This is an optimization exercise on Yosys and OpenROAD, whose aim is small area and a short achievable clock period, not a production implementation. Only simulation tests tie the RTL to the original design; equivalence was not proved. No activity file was given, so power comes from the tool's default toggle rates.

== job 101 ==
// PipelinedFAdd
module PipelinedFAdd (
  input  wire        clk,
  input  wire        rst,
  input  wire [31:0] A,
  input  wire [31:0] B,
  input  wire        operation,
  input  wire        in_valid,
  output wire [31:0] result,
  output wire        out_valid
);
make LEC_CHECK=0 ABC_CLOCK_PERIOD_IN_PS=3500 CAP_MARGIN=20 CORE_MARGIN=2 CORE_UTILIZATION=40 SETUP_SLACK_MARGIN=4.5 SLEW_MARGIN=20 finish   # period 8.0 ns
run.sh (not shown) runs the stock make flow with config.mk's settings and CLKGATE_MAP_FILE= SYNTH_SCRIPT=/design/flow/synth_recipe.tcl, a recipe that flattens the netlist after the stock synthesis.
The inputs of job 102 differ from those of job 101 as listed below.
# job 101
export LEC_CHECK = 0
export ABC_CLOCK_PERIOD_IN_PS = 3500
export CAP_MARGIN = 20
export CORE_MARGIN = 2
export CORE_UTILIZATION = 40
export SETUP_SLACK_MARGIN = 4.5
export SLEW_MARGIN = 20
create_clock -name core_clock -period 8.0 [get_ports {clk}]
# job 102
export LEC_CHECK = 0
export ABC_CLOCK_PERIOD_IN_PS = 4500
export CAP_MARGIN = 20
export CORE_MARGIN = 2
export CORE_UTILIZATION = 40
export SETUP_SLACK_MARGIN = 3.5
export SLEW_MARGIN = 20
create_clock -name core_clock -period 8.0 [get_ports {clk}]
Results
- Global-route usage over all layers in job 102 is 1.5 points lower than in job 101
- Job 101 reports its standard cell with the maximum stage delay on the critical path as sky130_fd_sc_hd__or4_4 while job 102 reports sky130_fd_sc_hd__mux4_2.
- The design area in job 102 is 0.876 times that in job 101.
- Against job 101, maximum clock frequency in job 102 came out better.
- For the non-clock buffer area fraction after layout, job 102 came in 3.9 points lower than job 101 did.
- Diff job 101 -> job 102: via count has decreased; detailed route wirelength on metal2 lower; final period utilization lost 0.28 points; detail-routed net length per standard cell now smaller; minimum clock period after layout decreased 0.023 ns.
- Job 101 -> job 102: flip-flop and latch count delta 0, exact match

* * *

== v53 ==
PipelinedFAdd, a different RTL version from the one above (not shown whole).
Size in the first run: about 1600 cells after synthesis, about 0.011 mm² of cells after synthesis.
Design PipelinedFAdd, start of the top module:
module PipelinedFAdd (
  input  wire        clk,
  input  wire        rst,
  input  wire [31:0] A,
  input  wire [31:0] B,
  input  wire        operation,
  input  wire        in_valid,
  output wire [31:0] result,
  output wire        out_valid
);
export LEC_CHECK = 0
export ABC_AREA = 1
export CAP_MARGIN = 20
export CORE_MARGIN = 2
export CORE_UTILIZATION = 40
export CTS_BUF_LIST = sky130_fd_sc_hd__clkbuf_8
export CTS_CLUSTER_DIAMETER = 60
export CTS_CLUSTER_SIZE = 25
export SETUP_SLACK_MARGIN = 5
export SLEW_MARGIN = 20
create_clock -name core_clock -period 8.0 [get_ports {clk}]
standard.sh (not shown) runs the stock make flow with config.mk's settings and CLKGATE_MAP_FILE= SYNTH_SCRIPT=/design/flow/synth_recipe.tcl, a recipe that flattens the netlist after the stock synthesis.
==> flow/flow/run.sh <==
#!/bin/bash
# Standard layout, with the adder cells left to ABC (no full/half adder
# extraction before it), port buffers of a plain buffer cell, a shallower
# clock tree, and timing repair aiming at a tighter setup margin.
# make's output goes to standard.log, each ORFS step logs to orfs/logs/.
bash standard.sh ADDER_MAP_FILE= SETUP_SLACK_MARGIN=5.5 \
  "BUFFER_PORTS_ARGS=-buffer_cell sky130_fd_sc_hd__buf_2" \
  "CTS_ARGS=-sink_clustering_enable -repair_clock_nets -sink_clustering_size 25 -sink_clustering_max_diameter 60 -buf_list sky130_fd_sc_hd__clkbuf_8 -root_buf sky130_fd_sc_hd__clkbuf_16 -sink_clustering_levels 1 -num_static_layers 0" \
  finish > standard.log 2>&1
Setup changes, v53 to v34
-- flow/flow/run.sh --
<<< v53, line 6
bash standard.sh ADDER_MAP_FILE= SETUP_SLACK_MARGIN=5.5 \
>>> v34, line 6
bash standard.sh ADDER_MAP_FILE= SETUP_SLACK_MARGIN=5.5 TNS_END_PERCENT=10 \
<<< v53, line 8
  "CTS_ARGS=-sink_clustering_enable -repair_clock_nets -sink_clustering_size 25 -sink_clustering_max_diameter 60 -buf_list sky130_fd_sc_hd__clkbuf_8 -root_buf sky130_fd_sc_hd__clkbuf_16 -sink_clustering_levels 1 -num_static_layers 0" \
>>> v34, line 8
  "CTS_ARGS=-sink_clustering_enable -repair_clock_nets -sink_clustering_size 20 -sink_clustering_max_diameter 50 -buf_list sky130_fd_sc_hd__clkbuf_8 -root_buf sky130_fd_sc_hd__clkbuf_16 -sink_clustering_levels 1 -num_static_layers 0" \
==> results.txt <==
- Diff v53 -> v34: via count of the first global-routing pass saw an increase, layout multi-input combinational cell count roughly the same.
- Initial antenna violation count delta (v34 -> v53): insignificant
- v34 did not stop at any stage, and its layout met the timing, DRC and antenna checks.
- Compared v34 vs v53, and met3 track demand over resource in global routing is up in v34.
- v34: worst hold slack 0.0067 ns below v53
- Looking at sequential standard cell area, v34 sits 0.33% lower than v53 does.
- Looking at number of non-clock inverters across v53 and v34, the one that comes out higher is v53.
- Fraction of power consumed by the clock network: lower on v53
- Summary of v34 over v53: peak supply drop -0.013 mV; power ~0 delta.
diff inputs: v34 => v26
-- flow/flow/run.sh --
<<< v34, line 2
# Standard layout, with the adder cells left to ABC (no full/half adder
# extraction before it), port buffers of a plain buffer cell, a shallower
# clock tree, and timing repair aiming at a tighter setup margin.
>>> v26, line 2
# Standard layout with these changes:
#  - synthesis maps the logic with ABC's area mapper (amap) instead of map,
#    and leaves adders to ABC (no full/half adder extraction before it);
#    the ORFS scripts are copied here and only abc_area.script is replaced;
#  - port buffers of a plain buffer cell;
#  - a clock tree of clkbuf_8 leaves under a clkbuf_16 root;
#  - timing repair aiming at a tighter setup margin.
<<< v34, line 6
bash standard.sh ADDER_MAP_FILE= SETUP_SLACK_MARGIN=5.5 TNS_END_PERCENT=10 \
>>> v26, line 10
S=$PWD/orfs_scripts
rm -rf "$S"
cp -r "$FLOW_HOME/scripts" "$S"
printf '%s\n' strash dch amap topo 'stime -c' 'buffer -c' 'upsize -c' 'dnsize -c' > "$S/abc_area.script"
bash standard.sh ADDER_MAP_FILE= SCRIPTS_DIR="$S" SETUP_SLACK_MARGIN=5.5 TNS_END_PERCENT=10 \
Results
Compared with v34, v26 shows a lower areal power density over the cells.
Comparing v34 and v26, final core utilization is higher on v26.
Summary: with v34 as the reference, detailed-routed wire length on met3 in v26 moved up by a few percent.
Global-route usage over all layers: v26 > v34
Between v34 and v26, the via count of the first global-routing pass is higher for v34.
v26 vs v34 — die width dropped by a few percent
Taking v34 as the reference point, the buffer and inverter count on the worst path of v26 rises by 2.
Changes observed in v26 relative to v34: number of setup buffers added after CTS climbed 8; post-place instance area dropped about 11%; final net count dropped 383.
The inputs of v59 differ from those of v26 as listed below.
==> flow/flow/run.sh <==
#!/bin/bash
# Standard layout, with the adder cells left to ABC (no full/half adder
# extraction before it), port buffers of a plain buffer cell, a shallower
# clock tree, and timing repair aiming at a tighter setup margin.
# make's output goes to standard.log, each ORFS step logs to orfs/logs/.
bash standard.sh ADDER_MAP_FILE= SETUP_SLACK_MARGIN=5.4 \
  "BUFFER_PORTS_ARGS=-buffer_cell sky130_fd_sc_hd__buf_2" \
  "CTS_ARGS=-sink_clustering_enable -repair_clock_nets -sink_clustering_size 20 -sink_clustering_max_diameter 50 -buf_list sky130_fd_sc_hd__clkbuf_8 -root_buf sky130_fd_sc_hd__clkbuf_16 -sink_clustering_levels 1 -num_static_layers 0" \
  finish > standard.log 2>&1
--- outcome ---
- Compared with v26, die footprint in v59 increased by more than 10%.
- Going from v26 to v59, count of plain and timing-repair buffers in the layout has decreased; non-filler instance count after layout has increased; total power after layout has increased; critical path depth has decreased.
- In the reports for v26 and v59, the larger setup skew after layout belongs to v59.

re-timing with driven ports:
In the flow no input, the clock included, has a driving cell. The finished layouts below were timed again as built, in two steps.
Step 1: set_driving_cell puts a clkbuf_16 on clk and a buf_2 on each other input, an assumption about the parent block.
Step 2, shift: input delay + t, output delay - t, t = (earliest + latest rising clock arrival at the registers) / 2. This alone moves slack from input paths to output paths.
Slacks: no drivers / after step 1 / after step 2; pairs: no drivers / after step 1.
run	t, ns	setup WS [ns]	hold slack, ns	worst register clock-pin slew, ns	worst data-port slew with drivers (ns)
job 101	0.388	2.999 / 2.999 / 2.999	0.331 / 0.331 / 0.331	0.08 / 0.08	0.06
job 102	0.401	3.022 / 3.022 / 3.022	0.323 / 0.323 / 0.323	0.09 / 0.09	0.04
v53	0.542	5.421 / 5.372 / 4.994	0.337 / 0.337 / 0.337	0.11 / 0.11	0.04
v34	0.538	5.423 / 5.380 / 4.959	0.331 / 0.331 / 0.331	0.10 / 0.10	0.03
v26	0.546	4.607 / 4.607 / 4.607	0.326 / 0.326 / 0.326	0.11 / 0.11	0.05
v59	0.543	5.443 / 5.394 / 4.976	0.335 / 0.335 / 0.335	0.10 / 0.10	0.04
After both steps setup and hold are still met in every run listed. The setup slack of v59, which loses most, moves by -0.049 ns with the drivers and by -0.467 ns with both steps.
